Context: an optimization exercise on an open-source flow, tuned for small area. The choices shown serve that exercise and are no tape-out recipe.
Function was not checked in any run shown here: the RTL went through the layout flow alone.
Power is estimated from default activity; no workload was simulated.

### design/flow/design.v
module SDRAM_arbit(
    input                   sysclk_100M         ,
    input                   rst_n               ,
    output                  CKE                 ,
    output                  cs_n                ,
    output  reg             ras_n               ,
    output  reg             cas_n               ,
    output  reg             we_n                ,
    output          [12:0]  addr                ,
    output          [ 1:0]  ba                  ,
    output          [ 1:0]  dqm                 ,
    output          [15:0]  dq_o                ,
    output                  dq_oe               ,
    input           [15:0]  dq_i                ,
    input                   write_trig          ,
    output                  write_data_vld      ,
    input           [15:0]  w_dq                ,
    input                   read_trig           ,
    output                  read_data_vld       ,
    output          [15:0]  r_dq                ,
    output                  write_end
);
localparam  A_INIT  = 3'b000,
            A_ARB   = 3'b001,
            A_REF0  = 3'b010,    
            A_REF   = 3'b011,
            A_WR0   = 3'b100,    
            A_WR    = 3'b101,
            A_RD0   = 3'b110,    
            A_RD    = 3'b111;
localparam  E_IDLE  = 3'b000,
            E_REQ   = 3'b001,
            E_ACT0  = 3'b010,
            E_ACT1  = 3'b011,
            E_XFER  = 3'b100,
            E_PRE0  = 3'b110,
            E_PRE1  = 3'b111;
localparam  ROW_LAST = 1440 - 1;
localparam  INIT_FIRST  = 10'd41;
localparam  INIT_RELOAD = 10'd316;
localparam  REF_RELOAD  = 10'd780;
reg  [2:0]  sa;
reg         flag;            
reg         ack_d;           
reg  [9:0]  dcnt;            
reg         rr_d;            
reg  [10:0] addr_q;
reg         ba_q;
reg  [2:0]  ws;
reg  [8:0]  wcb;             
reg  [10:0] wrow;
reg         wbank;
reg         wend_q;
reg         wpe;             
reg         wtrig_d;
reg  [4:0]  rs;
reg  [5:0]  rcol;
reg  [10:0] rrow;
reg         rbank;
reg         rend_q;
reg         rtrig_d;
assign CKE   = 1'b1;
assign cs_n  = 1'b0;
assign dqm   = 2'b00;
assign addr  = {2'b00, addr_q};
assign ba    = {ba_q, 1'b0};
assign dq_o  = w_dq;
assign r_dq  = dq_i;
assign dq_oe = sa[2] & ~sa[1];
wire init    = (sa == A_INIT);
wire d_hi0   = (dcnt[9:1] == 9'd0);
wire d_zero  = d_hi0 & ~dcnt[0];
wire d_one   = d_hi0 & dcnt[0];
wire ref0    = (sa == A_REF0);
wire ref_req = d_zero & ~ref0;
wire rcol63  = (rcol == 6'd63);
wire init_last = init & rcol63;      
wire w_act   = ~ws[2] & ws[1];
wire w_act0  = w_act & ~ws[0];
wire w_xfer  = ws[2] & ~ws[1];
wire w_pre   = ws[2] & ws[1];
wire w_pre0  = w_pre & ~ws[0];
wire w_b7    = (wcb[2:0] == 3'd7);
wire w_rowend = (wcb == 9'h1ff);
wire w_lastrow = (wrow == ROW_LAST);
wire w_frame = w_rowend & w_lastrow;
wire w_end_set = (wcb[7:0] == 8'b1111_1110);
assign write_end      = w_end_set | (~w_act & wend_q);
assign write_data_vld = w_xfer;
wire w_bank_now = wbank ^ w_frame;
wire w_req   = (ws == E_REQ);
wire r_xfer  = rs[4];
wire r_act   = ~rs[4] & ~rs[2] & rs[1];
wire r_act0  = r_act & ~rs[0];
wire r_pre   = ~rs[4] & rs[2];
wire r_pre0  = r_pre & ~rs[0];
wire r_req   = ~rs[4] & ~rs[2] & ~rs[1] & rs[0];
wire rpe     = ~rs[4] & (rs[3] | (rs[2] & rs[0]));
wire rc11    = rs[4] & rs[3] & rs[1] & rs[0];
wire rc9     = rs[4] & rs[3] & ~rs[1] & rs[0];
wire rc0     = rs[4] & (rs[3:0] == 4'd0);
wire r_rowend = rc11 & rcol63;
wire r_lastrow = (rrow == ROW_LAST);
wire r_frame = r_rowend & r_lastrow;
wire r_end_set = rc9 & (rcol[4:0] == 5'd31);
wire read_end = r_end_set | (~r_act & rend_q);
assign read_data_vld = rs[4] & (rs[3] | rs[2]);
wire r_bank_now = r_frame ? ~wbank : rbank;
wire both    = w_req & r_req & write_end & read_end;
wire g_rd    = both ? flag : (~(w_req & read_end) & r_req & write_end);
wire g_wr    = both ? ~flag : (w_req & read_end);
reg [2:0] sa_nx;
always @(*) begin
    case (sa)
        A_INIT: sa_nx = (d_one & rcol63) ? A_ARB : A_INIT;
        A_ARB:  sa_nx = ref_req ? A_REF0 : g_rd ? A_RD0 : g_wr ? A_WR0 : A_ARB;
        A_REF0: sa_nx = A_REF;
        A_REF:  sa_nx = (dcnt[2:0] == 3'b110) ? A_ARB : A_REF;
        A_WR0:  sa_nx = A_WR;
        A_WR:   sa_nx = (wpe & (d_zero | write_end)) ? A_ARB : A_WR;
        A_RD0:  sa_nx = A_RD;
        default: sa_nx = (rpe & (d_zero | read_end)) ? A_ARB : A_RD;
    endcase
end
always @(posedge sysclk_100M or negedge rst_n) begin
    if (!rst_n) begin
        sa    <= A_INIT;
        flag  <= 1'b0;
        ack_d <= 1'b0;
        rr_d  <= 1'b0;
        dcnt  <= INIT_FIRST;
    end else begin
        sa    <= sa_nx;
        if (sa[2])
            flag <= ~sa[1];
        ack_d <= sa[2] & ~sa[0];
        rr_d  <= ref_req;
        if (ref0 | (init & d_zero))
            dcnt <= init ? INIT_RELOAD : REF_RELOAD;
        else if (!d_zero)
            dcnt <= dcnt - 10'd1;
    end
end
reg  [2:0]  cmd_w, cmd_r;
reg  [10:0] adr_w, adr_r;
always @(*) begin
    cmd_w = w_act0 ? 3'b011 : (w_xfer & (wcb[2:0] == 3'd0)) ? 3'b100 : w_pre0 ? 3'b010 : 3'b111;
    adr_w = w_act ? wrow : {w_pre0, 1'b0, wcb};
    cmd_r = r_act0 ? 3'b011 : rc0 ? 3'b101 : r_pre0 ? 3'b010 : 3'b111;
    adr_r = r_act ? rrow : r_xfer ? {2'b00, rcol, 3'b000} : 11'h400;
end
always @(posedge sysclk_100M) begin
    case (sa)
        A_INIT: begin
            {ras_n, cas_n, we_n} <= (init_last & (dcnt == 10'd10)) ? 3'b010 :
                                    (init_last & (dcnt == 10'd8))  ? 3'b001 :
                                    (init_last & d_one)            ? 3'b000 : 3'b111;
            addr_q <= (init_last & d_one) ? 11'h033 : 11'h400;
            ba_q   <= 1'b0;
        end
        A_ARB: begin
            {ras_n, cas_n, we_n} <= 3'b111;
        end
        A_REF0, A_REF: begin
            {ras_n, cas_n, we_n} <= (dcnt[2:0] == 3'b100) ? 3'b001 : 3'b111;
            addr_q <= 11'd0;
            ba_q   <= 1'b0;
        end
        A_WR0, A_WR: begin
            {ras_n, cas_n, we_n} <= cmd_w;
            addr_q <= adr_w;
            ba_q   <= w_bank_now;
        end
        default: begin
            {ras_n, cas_n, we_n} <= cmd_r;
            addr_q <= adr_r;
            ba_q   <= r_bank_now;
        end
    endcase
end
wire ack_w_d = ack_d & ~sa[1];
wire ack_r_d = ack_d & sa[1];
reg [2:0] ws_nx;
always @(*) begin
    case (ws)
        E_IDLE: ws_nx = wtrig_d ? E_REQ : E_IDLE;
        E_REQ:  ws_nx = ack_w_d ? E_ACT0 : E_REQ;
        E_ACT0: ws_nx = E_ACT1;
        E_ACT1: ws_nx = E_XFER;
        E_PRE0: ws_nx = E_PRE1;
        E_PRE1: ws_nx = wend_q ? E_IDLE : rr_d ? E_REQ : E_ACT0;
        default: ws_nx = (w_b7 & (rr_d | wend_q | w_rowend)) ? E_PRE0 : E_XFER;
    endcase
end
always @(posedge sysclk_100M or negedge rst_n) begin
    if (!rst_n) begin
        ws      <= E_IDLE;
        wcb     <= 9'd0;
        wrow    <= 11'd0;
        wbank   <= 1'b0;
        wend_q  <= 1'b0;
        wpe     <= 1'b0;
        wtrig_d <= 1'b0;
    end else begin
        ws      <= ws_nx;
        wtrig_d <= write_trig;
        wpe     <= w_pre;
        wend_q  <= write_end;
        if (w_xfer)
            wcb <= wcb + 9'd1;
        if (w_rowend)
            wrow <= w_lastrow ? 11'd0 : wrow + 11'd1;
        wbank <= w_bank_now;
    end
end
reg [4:0] rs_nx;
always @(*) begin
    if (rs[4])
        rs_nx = rc11 ? ((rend_q | rr_d) ? 5'b00110 : 5'b10000) : rs + 5'd1;
    else if (rs[2])
        rs_nx = rs[0] ? (rend_q ? 5'b01000 : rr_d ? 5'b01001 : 5'b01010) : 5'b00111;
    else if (rs[1])
        rs_nx = rs[0] ? 5'b10000 : 5'b00011;
    else if (rs[0])
        rs_nx = ack_r_d ? 5'b00010 : 5'b00001;
    else
        rs_nx = rtrig_d ? 5'b00001 : 5'b00000;
end
always @(posedge sysclk_100M or negedge rst_n) begin
    if (!rst_n) begin
        rs      <= 5'd0;
        rcol    <= 6'd0;
        rrow    <= 11'd0;
        rbank   <= 1'b0;
        rend_q  <= 1'b1;
        rtrig_d <= 1'b0;
    end else begin
        rs      <= rs_nx;
        rtrig_d <= read_trig;
        rend_q  <= read_end;
        if (rc11 | (init & (d_zero | (d_one & rcol63))))
            rcol <= rcol + 6'd1;
        if (r_rowend)
            rrow <= r_lastrow ? 11'd0 : rrow + 11'd1;
        rbank <= r_bank_now;
    end
end
endmodule
### design/flow/run.sh
#!/bin/bash
# synth_recipe.tcl (not shown) runs the flow's synth.tcl, then flattens the netlist and writes it again
# the make line also repeats each setting of config.mk as NAME=value (left out here)
make -C /OpenROAD-flow-scripts/flow DESIGN_CONFIG=/design/flow/config.mk WORK_HOME=/design/flow/orfs CLKGATE_MAP_FILE= SYNTH_SCRIPT=/design/flow/synth_recipe.tcl finish
### design/flow/config.mk
export PLATFORM = sky130hd
export DESIGN_NAME = SDRAM_arbit
export DESIGN_NICKNAME = SDRAM_arbit
export VERILOG_FILES = /design/flow/design.v
export SDC_FILE = /design/flow/constraint.sdc
export NUM_CORES = 4
export LEC_CHECK = 0
export CAP_MARGIN = 20
export CORE_MARGIN = 2
export CORE_UTILIZATION = 40
export CTS_BUF_LIST = sky130_fd_sc_hd__clkbuf_4 sky130_fd_sc_hd__clkbuf_8
export CTS_CLUSTER_DIAMETER = 60
export CTS_CLUSTER_SIZE = 20
export SLEW_MARGIN = 20
### design/flow/constraint.sdc
create_clock -name core_clock -period 10.0 [get_ports {sysclk_100M}]
set_input_delay 2.0000 -clock core_clock [delete_from_list [all_inputs] [get_ports {sysclk_100M}]]
set_output_delay 2.0000 -clock core_clock [all_outputs]
set_load 0.01 [all_outputs]
==> out/metrics.yaml, run 1 <==
path_clk_slew_ps: 100
setup_violations: 0
fillers: 1111
status: "complete, no violations"
start_kind: "flop"
register_area_sq_mm: 0.00213
vias: 3426
clk_latency_ps: 370
mostFrequentLayoutCells: "64 x dfrtp_1, 45 x nand2_1, 36 x nor2_1"
nNetsFinal: 520
critical_path_class: "reg2out"
cts_tree: "done"
grt_pass1_wl_mm: 17.0
wl_per_cell_um: 16.2
synth_top_area_share_pct: 34.5
crit_fanout: 20
initial_core_util_pct: 40.9
numCtsBuffers: 9
cap_violations: 0
finalSetupTns_ps: 0
yosysSeqAreaShare_pct: 45.8
cts.htree.levels: 3
fin_crit_ps: 4360
cts_resized: 0
tightestPinTransition_ps: 1070
fp.dieH_um: 112
ys.flop_type: "dfrtp_1"
slew_violations: 0
dp_hpwl_mm: 7.17
drc: 0
rsz0062_at_grt: "false"
synth-edff-count: 12
postCtsHoldBufs: 0
routabilityCongestion: 0.853
p_per_area_mw_per_mm2: 126
die_area_sq_mm: 0.0125
dr.pass1.iters: 5
relSlewSlack_pct: 28.4
crit_arrival_ps: 2360
final_common_cell: "dfrtp_1"
yosys-top-cells-area: "dfrtp_1 34%, edfxtp_1 7.8%, buf_4 6.5%, ha_1 4.0%, nand2_1 3.6%"
period_share_pct: 43.6
wl_mm: 10.0
multi_input_area_sq_mm: 0.00212
end_kind: "output pin"
viasPerCell: 5.55
overflow: 0
core_area_sq_mm: 0.0114
track_usage_pct: 17.0
clock_path_buffers: 2
grt_start_max_net_pins: 69
synth_area_sq_mm: 0.00465
place_inst: 601
synth_cell_type_count: 59
final_layout_size_suffix_gt1_share_pct: 7.59
worstPathRequired_ps: 8000
antenna_left: 0
yosys.area.top_type: "dfrtp_1"
cts.sinks: 83
synthCells: 483
max_freq_ghz: 0.229
worst_clock_skew_ps: 18.1
grt_pass1_vias: 3338
p_leak_nw: 2.01
synth-async-reset-ratio_pct: 81.9
min_path_type: "reg2reg"
antenna_found_initial: 0
drt_iter0_drc: 250
cts-root-buf: "clkbuf_8"
yosysWarnings: 1
portBuffers: 22
ys_ff_latch: 83
syn_avg_cell_area_sq_um: 9.62
diodes: 0
peakVddDrop_mv: 0.0774
area.growth.synth_to_final_pct: 6.25
die_x_um: 112
cts_setup_buffers: 0
ios: 94
rows: 39
finalNonFillerCells: 617
hold_viol: 0
==> cells by family (layout without fill, tap and decap cells) <==
logic type / after synthesis / count (layout) / synth area share (%)
mux: 13 / 13 / 2.93
xor+xnor: 29 / 29 / 5.47
flops: 83 / 83 / 45.8
other cells: 2 / 7 / 0.162
simple gates: 182 / 182 / 20.7
compound gates: 87 / 87 / 11.8
buf+inv: 72 / 58 / 9.07
fa+ha+maj: 15 / 15 / 4.04
==> per-stage QoR <==
stage               hold slack, ps  setup WS [ps]  utilization, %  instance area (sq um)  power, mW
finish                         503           5640            43.4                   4940      0.620
global route                   531           5510            43.4                   4940      0.648
CTS                            506           5670            43.4                   4940      0.626
detailed placement             494           6000            41.5                   4720      0.360
global placement               472           6000            41.5                   4720      0.360
floorplan                      454           5880               -                   4670      0.368
==> where the power goes <==
group | switching, mW | internal, mW | total, mW
combinational | 0.00771 | 0.00184 | 0.00955
clock | 0.128 | 0.140 | 0.268
sequential | 0.00129 | 0.342 | 0.343
total | 0.137 | 0.483 | 0.620
==> cell usage after synthesis, types with 10 or more instances <==
cell and n:
a21oi_1 18, buf_4 40, clkbuf_1 13, dfrtp_1 64, edfxtp_1 12, ha_1 15, inv_1 17, nand2_1 45
nand3_1 23, nand4_1 13, nor2_1 36, nor3_1 10, o21ai_0 26, xnor2_1 19, xor2_1 10
==> final cells by class <==
cell class | instances | share of cell area, %
clock inverters | 7 | 1.88
flip-flops and latches | 83 | 43.1
well taps | 143 | 3.62
multi-input cells | 333 | 42.9
repair buffers | 24 | 4.66
clock buffers | 9 | 2.51
inverters | 18 | 1.37
==> path summary, 6_finish.rpt <==
check                       start       endpoint  slack (ps)  depth (start not counted)
setup / recovery            rs[4]  read_data_vld        5640                          3
hold / removal             wcb[7]         wcb[7]         500                          1
setup reg to reg           wcb[2]           ba_q        7250                          9
hold reg to reg            wcb[7]         wcb[7]         500                          1
max in group asynchronous   rst_n        dcnt[4]        7600                          2
min in group asynchronous   rst_n          sa[0]        1830                          2
==> worst max-delay path, cell delays in order, from the launching register on <==
cell	delay [ps]
dfrtp_1	740
clkinv_1	410
nor2_1	270
clkdlybuf4s50_1	570
==> flip-flops by register name, indices dropped and copies added, names as in the netlist <==
register and count:
wend_q 1, rtrig_d 1, rr_d 1, rend_q 1, addr_q 11, ras_n 1, wpe 1, dcnt 10
wrow 11, cas_n 1, we_n 1, ba_q 1, rrow 11, wbank 1, rbank 1, rcol 6
sa 3, ws 3, ack_d 1, wcb 9, wtrig_d 1, flag 1, rs 5
==> per-layer routing <==
metal | track usage [%] | share of wire [%] | vias to the layer above
met5 | 0 | 0 | -
met4 | 5.84 | 1.3 | 0
met3 | 3.76 | 5.4 | 15
met2 | 26.3 | 47 | 97
met1 | 23.8 | 47 | 1675
li1 | - | - | 1639
==> inputs of run 2 (changes only) <==
--- a/design/flow/config.mk
+++ b/design/flow/config.mk
@@ -10,5 +10,3 @@
 export CORE_UTILIZATION = 40
-export CTS_BUF_LIST = sky130_fd_sc_hd__clkbuf_4 sky130_fd_sc_hd__clkbuf_8
-export CTS_CLUSTER_DIAMETER = 60
-export CTS_CLUSTER_SIZE = 20
+export CTS_BUF_LIST = sky130_fd_sc_hd__clkbuf_8
 export SLEW_MARGIN = 20
==> run 2 against run 1 <==
Compared with the run above: count of clock-buffer cells in the layout stayed put; non-clock buffer count unchanged; area after synthesis unchanged; largest cell class unchanged; via count stayed put.
==> out/metrics.yaml, run 2 <==
status: "complete, no violations"
worst-path-buf-inv: 2  # unchanged
yosys-top-cells-area: "dfrtp_1 34%, edfxtp_1 7.8%, buf_4 6.5%, ha_1 4.0%, nand2_1 3.6%"
cap_violations: 0  # unchanged
cts_resized: 0  # unchanged
area.growth.synth_to_final_pct: 6.25  # unchanged
numCtsBuffers: 9  # unchanged
cts-root-buf: "clkbuf_8"
grtUsageMet3_pct: 3.76  # unchanged
synthCells: 483  # unchanged
dr.pass1.iters: 5  # unchanged
cp_top_family: "buffers and inverters"
final_layout_size_suffix_gt1_share_pct: 7.59  # unchanged
rsz0062_at_grt: "false"
track_usage_pct: 17.0  # unchanged
ios: 94  # unchanged
cts.sinks: 83  # unchanged
met2_usage_pct: 26.3  # unchanged
mostFrequentLayoutCells: "64 x dfrtp_1, 45 x nand2_1, 36 x nor2_1"
grt_pass1_wl_mm: 17.0  # unchanged
clk_latency_ps: 370  # about the same
critical_path_class: "reg2out"
synthMuxAreaShare_pct: 2.93  # unchanged
synth_cell_type_count: 59  # unchanged
relSlewSlack_pct: 28.4  # unchanged
viasPerCell: 5.55  # unchanged
worst_clock_skew_ps: 18.1  # unchanged
final_util_pct: 43.4  # unchanged
path_clk_slew_ps: 100  # about the same
fp.dieH_um: 112  # unchanged
grt_start_max_net_pins: 69  # unchanged
grt_pass1_vias: 3338  # unchanged
yosys.area_share.simple_pct: 20.7  # unchanged
drt_iter0_drc: 250  # unchanged
finalSetupTns_ps: 0  # unchanged
crit_fanout: 20  # unchanged
overflow: 0  # unchanged
p_per_area_mw_per_mm2: 126  # unchanged
finalNonFillerCells: 617  # unchanged
synth_top_family_by_area: "simple AND/OR/NAND/NOR gates"
nNetsFinal: 520  # unchanged
largestRegisters: "addr_q: 11 flops, rrow: 11 flops, wrow: 11 flops"
cts.htree.levels: 3  # unchanged
drc: 0  # unchanged
p_leak_nw: 2.01  # unchanged
min_path_type: "reg2reg"
crit_arrival_ps: 2360  # about the same
final_common_cell: "dfrtp_1"
max_freq_ghz: 0.229  # unchanged
crit_path_top_delay_cell: "dfrtp_1"
yosysMostFrequentCell: "dfrtp_1"
dp_hpwl_mm: 7.17  # unchanged
period_share_pct: 43.6  # unchanged
ys.flop_type: "dfrtp_1"
cts_tree: "done"
yosysWarnings: 1  # unchanged
tightestPinTransition_ps: 1070  # unchanged
place_inst: 601  # unchanged
worstPathRequired_ps: 8000  # about the same
slew_violations: 0  # unchanged
wl_mm: 10.0  # unchanged
place_area_sq_mm: 0.00472  # unchanged
synthAdderAreaFrac_pct: 4.04  # unchanged
yosysSeqAreaShare_pct: 45.8  # unchanged
die_area_sq_mm: 0.0125  # unchanged
synth_compound_area_share_pct: 11.8  # unchanged
setup_violations: 0  # unchanged
fillers: 1111  # unchanged
hold_viol: 0  # unchanged
wl_per_cell_um: 16.2  # unchanged
core_area_sq_mm: 0.0114  # unchanged
start_kind: "flop"
synth-xor-area-share_pct: 5.47  # unchanged
end_kind: "output pin"
diodes: 0  # unchanged
synth_area_sq_mm: 0.00465  # unchanged
finalPower_mw: 0.620  # unchanged
crit_path_cell_trace: "clkinv_1 > nor2_1 > clkdlybuf4s50_1"
portBuffers: 22  # unchanged
synth-edff-count: 12  # unchanged
syn_avg_cell_area_sq_um: 9.62  # unchanged
synth_top_area_share_pct: 34.5  # unchanged
final_area_sq_mm: 0.00494  # unchanged
top_usage_layer: "met2"
antenna_left: 0  # unchanged
antenna_found_initial: 0  # unchanged
fin_crit_ps: 4360  # unchanged
max_stage_delay_ps: 740  # about the same
postCtsHoldBufs: 0  # unchanged
initial_core_util_pct: 40.9  # unchanged
ys_ff_latch: 83  # unchanged
routabilityCongestion: 0.853  # unchanged
vias: 3426  # unchanged
synth-async-reset-ratio_pct: 81.9  # unchanged
synth_common_cells: "64 x dfrtp_1, 45 x nand2_1, 40 x buf_4, 36 x nor2_1, 26 x o21ai_0"
use_met1_pct: 23.8  # unchanged
clock_path_buffers: 2  # unchanged
die_x_um: 112  # unchanged
cts_setup_buffers: 0  # unchanged
peakVddDrop_mv: 0.0774  # unchanged
rows: 39  # unchanged
yosys.area.top_type: "dfrtp_1"
[run 2: routing by layer]
| layer | up-vias | routed length, um |
|---|---|---|
| met4 | 0 | 133 |
| li1 | 1639 | - |
| met1 | 1675 | 4670 |
| met3 | 15 | 545 |
| met2 | 97 | 4660 |
| met5 | - | 0 |
[run 2: stage by stage]
step	setup WS (ps)	hold slack [ps]
after CTS	5670	506
after floorplan	5880	454
after global placement	6000	472
after detailed placement	6000	494
after global routing	5510	531
final	5640	503
[run 2: where the power goes]
group	internal [mW]	total (mW)	switching, mW
combinational	0.00184	0.00955	0.00771
clock	0.140	0.268	0.128
sequential	0.342	0.343	0.00129
total	0.483	0.620	0.137
[run 2: cells by family after synthesis]
| group | Yosys count |
|---|---|
| AND/OR/NAND/NOR | 182 |
| AO/OA/AOI/OAI | 87 |
| flip-flops | 83 |
| buffers and inverters | 72 |
| XOR/XNOR | 29 |
| adder cells (fa/ha/maj) | 15 |
| multiplexers | 13 |
| other | 2 |
[run 2: layout make-up]
class                           instances  area, sq um  share of cell area (%)
Multi-Input combinational cell        333         2120                    42.9
Timing Repair Buffer                   24          230                    4.66
Sequential cell                        83         2130                    43.1
Clock buffer                            9          124                    2.51
Tap cell                              143          179                    3.62
Inverter                               18         67.6                    1.37
Clock inverter                          7         92.6                    1.88
[run 2: path summary, 6_finish.rpt]
check	slack [ps]	start	to	cells past startpoint
max in group asynchronous	7600	rst_n	dcnt[4]	2
min in group asynchronous	1830	rst_n	sa[0]	2
setup / recovery	5640	rs[4]	read_data_vld	3
setup reg to reg	7250	wcb[2]	ba_q	9
hold / removal	500	wcb[7]	wcb[7]	1
hold reg to reg	500	wcb[7]	wcb[7]	1

[separate check: timing with driven ports]
In the flow no input, the clock included, has a driving cell. The finished layouts below were timed again as built, in two steps. Step 1 (the two cells are an assumption about what drives the block):
set clk [get_ports {sysclk_100M}]
set_driving_cell -lib_cell sky130_fd_sc_hd__clkbuf_16 $clk
set_driving_cell -lib_cell sky130_fd_sc_hd__buf_2 [delete_from_list [all_inputs] $clk]
Step 2 times the ports against the registers' clock, not the clock port: input delays grow and output delays shrink by t, the midpoint of the rising clock arrivals with the driver on. Slacks: ideal / step 1 / step 2; pairs: ideal / step 1.
| run | t (ns) | setup slack, ns | cell pins on the clock port's net |
|---|---|---|---|
| run 1 | 0.397 | 5.640 / 5.604 / 5.953 | 1 |
| run 2 | 0.397 | 5.640 / 5.604 / 5.953 | 1 |
After both steps setup and hold are still met in every run listed.
